Context: an optimization exercise on an open-source flow, tuned for small area. The choices shown serve that exercise and are no tape-out recipe. In this exercise RTL edits were held to simulation tests only and were not proved equivalent to the original. Power and IR drop assume default switching activity.

[design/flow/run.sh]
#!/bin/bash
# synth_recipe.tcl (not shown) runs the flow's synth.tcl, then flattens the netlist and writes it again
# the make line also repeats each setting of config.mk as NAME=value (left out here)
make -C /OpenROAD-flow-scripts/flow DESIGN_CONFIG=/design/flow/config.mk WORK_HOME=/design/flow/orfs CLKGATE_MAP_FILE= SYNTH_SCRIPT=/design/flow/synth_recipe.tcl finish
[design/flow/config.mk]
export PLATFORM = sky130hd
export DESIGN_NAME = cpu
export DESIGN_NICKNAME = cpu
export VERILOG_FILES = /design/flow/design.v
export SDC_FILE = /design/flow/constraint.sdc
export NUM_CORES = 4
export LEC_CHECK = 0
export CAP_MARGIN = 20
export CORE_MARGIN = 2
export CORE_UTILIZATION = 40
export SLEW_MARGIN = 20
[design/flow/constraint.sdc]
create_clock -name core_clock -period 10.0 [get_ports {clock_i}]
set_input_delay 2.0000 -clock core_clock [delete_from_list [all_inputs] [get_ports {clock_i}]]
set_output_delay 2.0000 -clock core_clock [all_outputs]
set_load 0.01 [all_outputs]
[design/flow/design.v]
module cpu #(
    parameter unsigned CLOCK_DIVIDER = 12
) (
    input logic clock_i,
    input logic reset_i,
    input logic [7:0] data_i,
    input logic data_valid_i,
    output logic [7:0] data_o,
    output logic [15:0] address_o,
    output logic bus_read_o,
    output logic bus_write_o
);
  logic [3:0] cnt;
  logic step, shift, first, last;
  assign step  = (cnt == 4'd3);
  assign shift = cnt[3];
  assign first = (cnt == 4'd8);
  assign last  = (cnt == 4'd15);
  always_ff @(posedge clock_i) begin
    if (reset_i) cnt <= 4'd7;
    else if (step) cnt <= 4'd8;
    else cnt <= cnt + 4'd1;
  end
  localparam logic [3:0]
    Q_F0    = 4'd0,    
    Q_F1    = 4'd1,    
    Q_EXD   = 4'd2,    
    Q_EXN   = 4'd3,    
    Q_ZP1   = 4'd4,    
    Q_ZX1   = 4'd5,    
    Q_ZX2   = 4'd6,    
    Q_I3    = 4'd7,    
    Q_I4    = 4'd8,    
    Q_AB1   = 4'd9,    
    Q_AB2   = 4'd10,   
    Q_RST   = 4'd11,   
    Q_STUCK = 4'd12;   
  logic [3:0] q;
  logic [7:0] ir;
  logic [7:0] a, x, y, sp, t, h;
  logic c, cy;
  logic [15:0] pc;
  logic upc;   
  logic zh;   
  function automatic logic [3:0] decode(input logic [7:0] o);
    if (o == 8'hEA || o == 8'h38 || o == 8'h18 || o == 8'hAA || o == 8'hA8 || o == 8'h8A ||
        o == 8'h98 || o == 8'h9A || o == 8'hBA)
      decode = Q_EXN;
    else if (o == 8'hA9 || o == 8'hA2 || o == 8'hA0 || o == 8'h69 || o == 8'hE9 ||
             o == 8'hC9 || o == 8'h29 || o == 8'h49 || o == 8'h09)
      decode = Q_EXD;
    else if (o == 8'h85 || o == 8'hA5 || o == 8'hA6 || o == 8'hA4)
      decode = Q_ZP1;
    else if (o == 8'hB5 || o == 8'hA1)
      decode = Q_ZX1;
    else if (o == 8'hAD || o == 8'h6D || o == 8'hED || o == 8'hCD || o == 8'h2D ||
             o == 8'h4D || o == 8'h0D || o == 8'h4C)
      decode = Q_AB1;
    else
      decode = Q_STUCK;
  endfunction
  logic implied;
  assign implied = (data_i == 8'hEA) | (data_i == 8'h38) | (data_i == 8'h18) |
                   (data_i == 8'hAA) | (data_i == 8'hA8) | (data_i == 8'h8A) |
                   (data_i == 8'h98) | (data_i == 8'h9A) | (data_i == 8'hBA);
  logic [3:0] nq;
  logic nrd, nwr, set_upc, clr_upc, set_zh, clr_zh;
  logic pc_inc, pc_jmp;
  logic ld_ir, t_d, t_h, h_d;
  logic c_ld, c_v;
  logic clr_c_op;   
  assign clr_c_op = (ir == 8'hA9) | (ir == 8'hA2) | (ir == 8'hA0) | (ir == 8'hA5) |
                    (ir == 8'hA6) | (ir == 8'hA4) | (ir == 8'hB5);
  always_comb begin
    nq = q;
    nrd = 1'b0;
    nwr = 1'b0;
    set_upc = 1'b0; clr_upc = 1'b0; set_zh = 1'b0; clr_zh = 1'b0;
    pc_inc = 1'b0; pc_jmp = 1'b0;
    ld_ir = 1'b0; t_d = 1'b0; t_h = 1'b0; h_d = 1'b0;
    c_ld = 1'b0; c_v = 1'b0;
    case (q)
      Q_F0, Q_F1: begin
        nq = Q_F0;
        if (data_valid_i) begin
          ld_ir = 1'b1;
          nq = decode(data_i);
          if (!implied) begin
            nrd = 1'b1; pc_inc = 1'b1;
          end
        end
      end
      Q_EXD, Q_EXN: begin
        if (data_valid_i || q == Q_EXN) begin
          nq = Q_F1;
          t_d = 1'b1;
          nrd = 1'b1; pc_inc = 1'b1; set_upc = 1'b1;
          if (clr_c_op) begin c_ld = 1'b1; c_v = 1'b0; end
          if (ir == 8'h38) begin c_ld = 1'b1; c_v = 1'b1; end
          if (ir == 8'h18) begin c_ld = 1'b1; c_v = 1'b0; end
        end
      end
      Q_ZP1: begin
        if (data_valid_i) begin
          nq = Q_EXN;
          t_d = 1'b1; clr_upc = 1'b1; set_zh = 1'b1;
          if (ir == 8'h85) nwr = 1'b1;
          else nrd = 1'b1;
        end
      end
      Q_ZX1: begin
        if (data_valid_i) begin
          nq = Q_ZX2;
          t_d = 1'b1;
        end
      end
      Q_ZX2: begin
        nq = (ir == 8'hA1) ? Q_I3 : Q_EXN;
        nrd = 1'b1; clr_upc = 1'b1; set_zh = 1'b1;
      end
      Q_I3: begin
        nq = Q_I4;
        nrd = 1'b1; t_h = 1'b1; h_d = 1'b1;
      end
      Q_I4: begin
        nq = Q_EXN;
        nrd = 1'b1; t_h = 1'b1; h_d = 1'b1; clr_zh = 1'b1;
      end
      Q_AB1, Q_RST: begin
        if (data_valid_i) begin
          nq = Q_AB2;
          t_d = 1'b1; nrd = 1'b1; pc_inc = 1'b1;
        end
      end
      Q_AB2: begin
        if (data_valid_i) begin
          nrd = 1'b1;
          if (!ir[0]) begin   
            nq = Q_F0;
            pc_jmp = 1'b1;
          end else begin
            nq = Q_EXD;
            h_d = 1'b1; clr_upc = 1'b1; clr_zh = 1'b1;
          end
        end
      end
      default: ;
    endcase
  end
  localparam logic [1:0] OP_ADD = 2'd0, OP_AND = 2'd1, OP_EOR = 2'd2, OP_ORA = 2'd3;
  logic sa_a, sa_x, sa_y, sa_sp, sa_h, sb_t, binv;
  logic [1:0] op;
  logic cin;
  logic d_a, d_x, d_y, d_sp, d_t, d_h;   
  logic r_a, r_x;   
  logic upd_c;
  always_comb begin
    sa_a = 1'b0; sa_x = 1'b0; sa_y = 1'b0; sa_sp = 1'b0; sa_h = 1'b0; sb_t = 1'b0;
    binv = 1'b0; op = OP_ORA; cin = 1'b0;
    d_a = 1'b0; d_x = 1'b0; d_y = 1'b0; d_sp = 1'b0; d_t = 1'b0; d_h = 1'b0;
    r_a = 1'b0; r_x = 1'b0;
    upd_c = 1'b0;
    case (q)
      Q_F1: begin
        case (ir)
          8'hA9, 8'hA5, 8'hB5, 8'hAD, 8'hA1: begin sb_t = 1'b1; d_t = 1'b1; d_a = 1'b1; end
          8'hA2, 8'hA6: begin sb_t = 1'b1; d_t = 1'b1; d_x = 1'b1; end
          8'hA0, 8'hA4: begin sb_t = 1'b1; d_t = 1'b1; d_y = 1'b1; end
          8'h69, 8'h6D: begin
            sa_a = 1'b1; sb_t = 1'b1; d_a = 1'b1; d_t = 1'b1;
            op = OP_ADD; cin = c; upd_c = 1'b1;
          end
          8'hE9, 8'hED: begin
            sa_a = 1'b1; sb_t = 1'b1; binv = 1'b1; d_a = 1'b1; d_t = 1'b1;
            op = OP_ADD; cin = ~c; upd_c = 1'b1;
          end
          8'hCD: begin
            sa_a = 1'b1; sb_t = 1'b1; d_a = 1'b1; d_t = 1'b1;
            op = OP_ADD; cin = 1'b1; upd_c = 1'b1;
          end
          8'hC9: begin
            sa_a = 1'b1; sb_t = 1'b1; r_a = 1'b1; d_t = 1'b1;
            op = OP_ADD; cin = 1'b1; upd_c = 1'b1;
          end
          8'h29, 8'h2D: begin sa_a = 1'b1; sb_t = 1'b1; d_a = 1'b1; d_t = 1'b1; op = OP_AND; end
          8'h49, 8'h4D: begin sa_a = 1'b1; sb_t = 1'b1; d_a = 1'b1; d_t = 1'b1; op = OP_EOR; end
          8'h09, 8'h0D: begin sa_a = 1'b1; sb_t = 1'b1; d_a = 1'b1; d_t = 1'b1; op = OP_ORA; end
          8'hAA: begin sa_a = 1'b1; d_a = 1'b1; d_x = 1'b1; end
          8'hA8: begin sa_a = 1'b1; d_a = 1'b1; d_y = 1'b1; end
          8'h8A: begin sa_x = 1'b1; d_x = 1'b1; d_a = 1'b1; end
          8'h98: begin sa_y = 1'b1; d_y = 1'b1; d_a = 1'b1; end
          8'h9A: begin sa_x = 1'b1; d_x = 1'b1; d_sp = 1'b1; end
          8'hBA: begin sa_sp = 1'b1; d_sp = 1'b1; d_x = 1'b1; end
          default: ;
        endcase
      end
      Q_ZX2: begin
        sa_x = 1'b1; r_x = 1'b1; sb_t = 1'b1; d_t = 1'b1; d_h = 1'b1; op = OP_ADD; cin = 1'b0;
      end
      Q_I3: begin
        sa_h = 1'b1; d_h = 1'b1; op = OP_ADD; cin = 1'b1;
      end
      Q_RST: begin
        d_a = 1'b1; d_x = 1'b1; d_y = 1'b1; d_sp = 1'b1;
      end
      default: ;
    endcase
  end
  logic ab, bb, z, ci, co;
  always_comb begin
    ab = (sa_a & a[0]) | (sa_x & x[0]) | (sa_y & y[0]) | (sa_sp & sp[0]) | (sa_h & h[0]);
    bb = (sb_t & t[0]) ^ binv;
    ci = first ? cin : cy;
    co = (ab & bb) | (ab & ci) | (bb & ci);
    case (op)
      OP_ADD: z = ab ^ bb ^ ci;
      OP_AND: z = ab & bb;
      OP_EOR: z = ab ^ bb;
      default: z = ab | bb;
    endcase
  end
  logic sh_a, sh_x, sh_y, sh_sp, sh_t, sh_h;
  assign sh_a  = shift & (d_a | r_a);
  assign sh_x  = shift & (d_x | r_x);
  assign sh_y  = shift & d_y;
  assign sh_sp = shift & d_sp;
  assign sh_t  = shift & d_t;
  assign sh_h  = shift & d_h;
  always_ff @(posedge clock_i) begin
    if (sh_a) a <= {r_a ? a[0] : z, a[7:1]};
    if (sh_x) x <= {r_x ? x[0] : z, x[7:1]};
    if (sh_y) y <= {z, y[7:1]};
    if (sh_sp) sp <= {z, sp[7:1]};
    if (shift) cy <= co;
    if (sh_t) t <= {z, t[7:1]};
    else if (step & t_d) t <= data_i;
    else if (step & t_h) t <= h;
    if (sh_h) h <= {z, h[7:1]};
    else if (step & h_d) h <= data_i;
  end
  always_ff @(posedge clock_i) begin
    if (reset_i) begin
      q <= Q_RST;
      ir[0] <= 1'b0;
      bus_read_o <= 1'b1;
      bus_write_o <= 1'b0;
      c <= 1'b0;
      pc <= 16'hFFFC;
      upc <= 1'b1;
    end else begin
      if (shift & last & upd_c) c <= co;
      if (step) begin
        q <= nq;
        if (ld_ir) ir <= data_i;
        bus_read_o <= nrd;
        bus_write_o <= nwr;
        if (set_upc) upc <= 1'b1;
        else if (clr_upc) upc <= 1'b0;
        if (set_zh) zh <= 1'b1;
        else if (clr_zh) zh <= 1'b0;
        if (c_ld) c <= c_v;
        if (pc_inc) pc <= pc + 16'd1;
        else if (pc_jmp) pc <= {data_i, t};
      end
    end
  end
  assign address_o = upc ? pc : {zh ? 8'd0 : h, t};
  assign data_o = a;
endmodule
==> impl_metrics.yaml <==
run_status:
  status: "complete, no violations"
clock_network:
  cts_resized: 0
  cts_sinks: 86
  clockBufferDepth: 2
  clk_latency_ns: 0.35
  cts_hold_buffers: 0
  cts_tree: "yes"
  root_buffer: "clkbuf_16"
  postCtsSetupBuffers: 0
  cts.clk_slew.worst_paths_ns: 0.07
  cts_max_level: 3
  cts_buffers: 9
yosys:
  ys_seq_elements: 86
  yosys.area_share.xor_xnor_pct: 0.679
  syn-num-nets: 547
  synth-main-ff-cell: "edfxtp_1"
  ys_async_sr_fraction_pct: 0
  syn_area_um2: 5160
  synth_simple_gate_area_share_pct: 19.8
  ys_seq_area_share_pct: 44.4
  ys_types: 78
  synth_top_family_by_area: "compound AO/OA/AOI/OAI gates"
  muxShareOfSynthArea_pct: 6.77
  ys_warn_count: 1
  avgSynthCellArea_um2: 9.73
  synth_edf_count: 57
  yosys.area_share.adder_pct: 1.80
  synth_compound_area_share_pct: 21.6
  syn_inst: 530
sta:
  worst_pin_slew_ns: 0.911
  fmax_mhz: 229
  worst_slack_ns: 5.64
  clock_skew_ns: 0.00716
  rsz0062_at_grt: "false"
  whs_ns: 0.421
  slew_viol_final: 0
  finalSetupViolCount: 0
  finalCritPeriodShare_pct: 43.6
  fin_crit_ns: 4.36
  finalHoldViolations: 0
  fin_tns_setup_ns: 0
  relSlewSlack_pct: 39.2
floorplanning:
  num_rows: 41
  core_area_um2: 12600
  fp.dieH_um: 118
  pin_count: 37
  die-width_um: 118
  start_util_pct: 40.9
  die-area_um2: 13800
setup_path:
  max_stage_delay_ns: 0.73
  start_kind: "input port"
  crit_fanout: 12
  crit_slowest_cell: "clkdlybuf4s50_1"
  endpoint_kind: "flip-flop"
  crit_type: "input port to flip-flop"
  reg2reg_depth: 12
  r2r-start: "q[1]$_SDFFE_PP1P_"
  r2r_end: "t[7]$_DFFE_PP_"
  cp-startpoint: "data_i[4]"
  arrival_ns: 4.62
  path_cells: "clkdlybuf4s50_1 -> nor2b_1 -> o211ai_1 -> a31oi_4 -> a21oi_2 -> mux2i_1 -> a221oi_2"
  worstPathRequired_ns: 10.25
  rrSetupSlack_ns: 6.15
route:
  wl_mm: 13.9
  detail-route-antenna-nets: 0
  drc: 0
  via_count: 4245
  dr.first_iter.drc_count: 382
  drtPass1Iterations: 6
  via_per_inst: 5.90
  wl_per_cell_um: 19.4
power:
  p_clk_share_pct: 40.4
  leakage_nw: 2.04
  ir_worst_vdd_v: 0.0000999
  intPower_mw: 0.653
  pwr-share-comb_pct: 11.0
  p_total_mw: 0.882
  seq_power_share_pct: 48.6
  powerDensity_nw_per_um2: 150
  p_sw_share_pct: 26.0
  power_switching_mw: 0.229
grt:
  grt_max_degree: 29
  grtUsageTotal_pct: 20.2
  grt_pass1_vias: 4013
  grt-ovfl-total: 0
  antenna_found_initial: 0
  grt_pass1_wl_mm: 22.3
min_path:
  hp-start: "x[7]$_DFFE_PP_"
  min_path_type: "flip-flop to flip-flop"
  hold_path_depth: 0
  hold_end: "x[6]$_DFFE_PP_"
placement:
  numPortBuffers: 36
  post-place-ws_ns: 5.33
  post-dp-hpwl_mm: 9.80
  gp_congestion: 0.915
cells_and_area:
  syn2layout_area_growth_pct: 14.1
  diodes: 0
  num-fill-cells: 1202
  drive_above_1_share_pct: 11.5
  num-nets-final: 560
  final_common_cell: "edfxtp_1"
  layout_common_cells: "57 x edfxtp_1, 53 x nand2_1, 37 x nor2_1"
run:
  cap_violations: 0
## worst max-delay path, delay by kind of cell
kind / cells / cell delay, ns
simple gates: 1 / 0.12
mux: 1 / 0.22
buf+inv: 1 / 0.73
compound gates: 4 / 1.54
## through the flow
stage               instance area [µm²]  cells  util (%)
finish                             5890    720      46.6
global route                       5890    720      46.6
CTS                                5890    720      46.6
detailed placement                 5570    704      44.1
global placement                   5570    704      44.1
floorplan                          5160    530         -
## area by class of cell
type                       instances  area (µm²)  share of cell area, %
clock buffer                       9         225                   3.83
clock inverter                     7        92.6                   1.57
inverter                          19        71.3                   1.21
multi-input combinational        389        2620                   44.4
sequential                        86        2290                   38.9
tap                              172         215                   3.66
timing repair buffer              38         375                   6.38
## registers in the layout, indices dropped and copies added (netlist names), 4 cells and up
register / flops
a: 8
h: 8
q: 4
t: 8
ir: 8
sp: 8
pc: 16
y: 8
x: 8
cnt: 4
## worst max-delay path by stage
stage                               to  cells past startpoint
floorplan               t[7]$_DFFE_PP_                      7
global placement    pc[2]$_SDFFE_PP1P_                      7
detailed placement  pc[2]$_SDFFE_PP1P_                      7
CTS                 pc[2]$_SDFFE_PP1P_                      7
global route        pc[2]$_SDFFE_PP1P_                      7
finish              pc[2]$_SDFFE_PP1P_                      7
## cell families (layout without fill, tap and decap cells)
group / count (synthesis) / count (layout)
buffers and inverters: 55 / 73
XOR/XNOR: 4 / 4
adder cells (fa/ha/maj): 7 / 7
multiplexers: 33 / 33
AND/OR/NAND/NOR: 192 / 192
AO/OA/AOI/OAI: 153 / 153
flip-flops: 86 / 86
## power by group through the flow
stage / clock, mW / sequential [mW] / combinational [mW]
floorplan: 0 / 0.431 / 0.0632
global placement: 0 / 0.435 / 0.0946
detailed placement: 0 / 0.436 / 0.0968
CTS: 0.363 / 0.429 / 0.0971
global route: 0.377 / 0.432 / 0.108
finish: 0.356 / 0.429 / 0.0973
## metal layers
metal	wire length [µm]	global-route usage, %	up-vias
met3	1240	4.46	14
met5	0	0	-
met2	6100	27.9	204
met4	237	6.78	0
met1	6370	30.9	2018
li1	-	-	2009
## cells in the mapped netlist, types with 4 or more instances
library cell / n / area share (%)
nand2_1: 53 / 3.9
nand2b_1: 15 / 1.8
a31oi_1: 6 / 0.73
ha_1: 5 / 1.2
a21oi_1: 20 / 1.9
mux2i_1: 18 / 3.5
o211ai_1: 4 / 0.58
o21ai_0: 33 / 3.2
nor2_1: 37 / 2.7
a211oi_1: 7 / 1.0
nand3_1: 12 / 1.2
a311oi_1: 4 / 0.68
buf_4: 5 / 0.73
and2_1: 5 / 0.61
a22oi_1: 7 / 1.0
o21ai_1: 17 / 1.6
or2_2: 4 / 0.49
clkbuf_1: 19 / 1.4
dfxtp_1: 29 / 11
mux2_2: 15 / 3.3
and3_1: 5 / 0.61
o22ai_1: 5 / 0.61
buf_2: 8 / 0.78
a32oi_1: 4 / 0.68
inv_1: 18 / 1.3
nor3_1: 19 / 1.8
nor2b_1: 10 / 1.2
edfxtp_1: 57 / 33
nand4_1: 10 / 1.2
a31o_2: 4 / 0.68

[afterwards: timing with drivers on the ports]
The results above use ideal ports. As a check the final layout listed here was re-extracted and re-timed, cells and wires unchanged. Step 1, drivers: a clkbuf_16 drives clock_i and a buf_2 each remaining input, both assumed. Step 2 times the ports against the registers' clock, not the clock port: input delays grow and output delays shrink by t, the midpoint of the rising clock arrivals with the driver on. a / b / c = ideal / step 1 / step 2; a / b = the first two.
t (ns): 0.383
setup slack, ns: 5.639 / 5.656 / 5.273
worst setup path after step 2: input to register
worst register clock-pin slew, ns: 0.07 / 0.07
cell pins on the clock port's net: 1
After both steps setup and hold are still met in this run. The setup slack of this run moves by +0.017 ns with the drivers and by -0.366 ns with both steps.
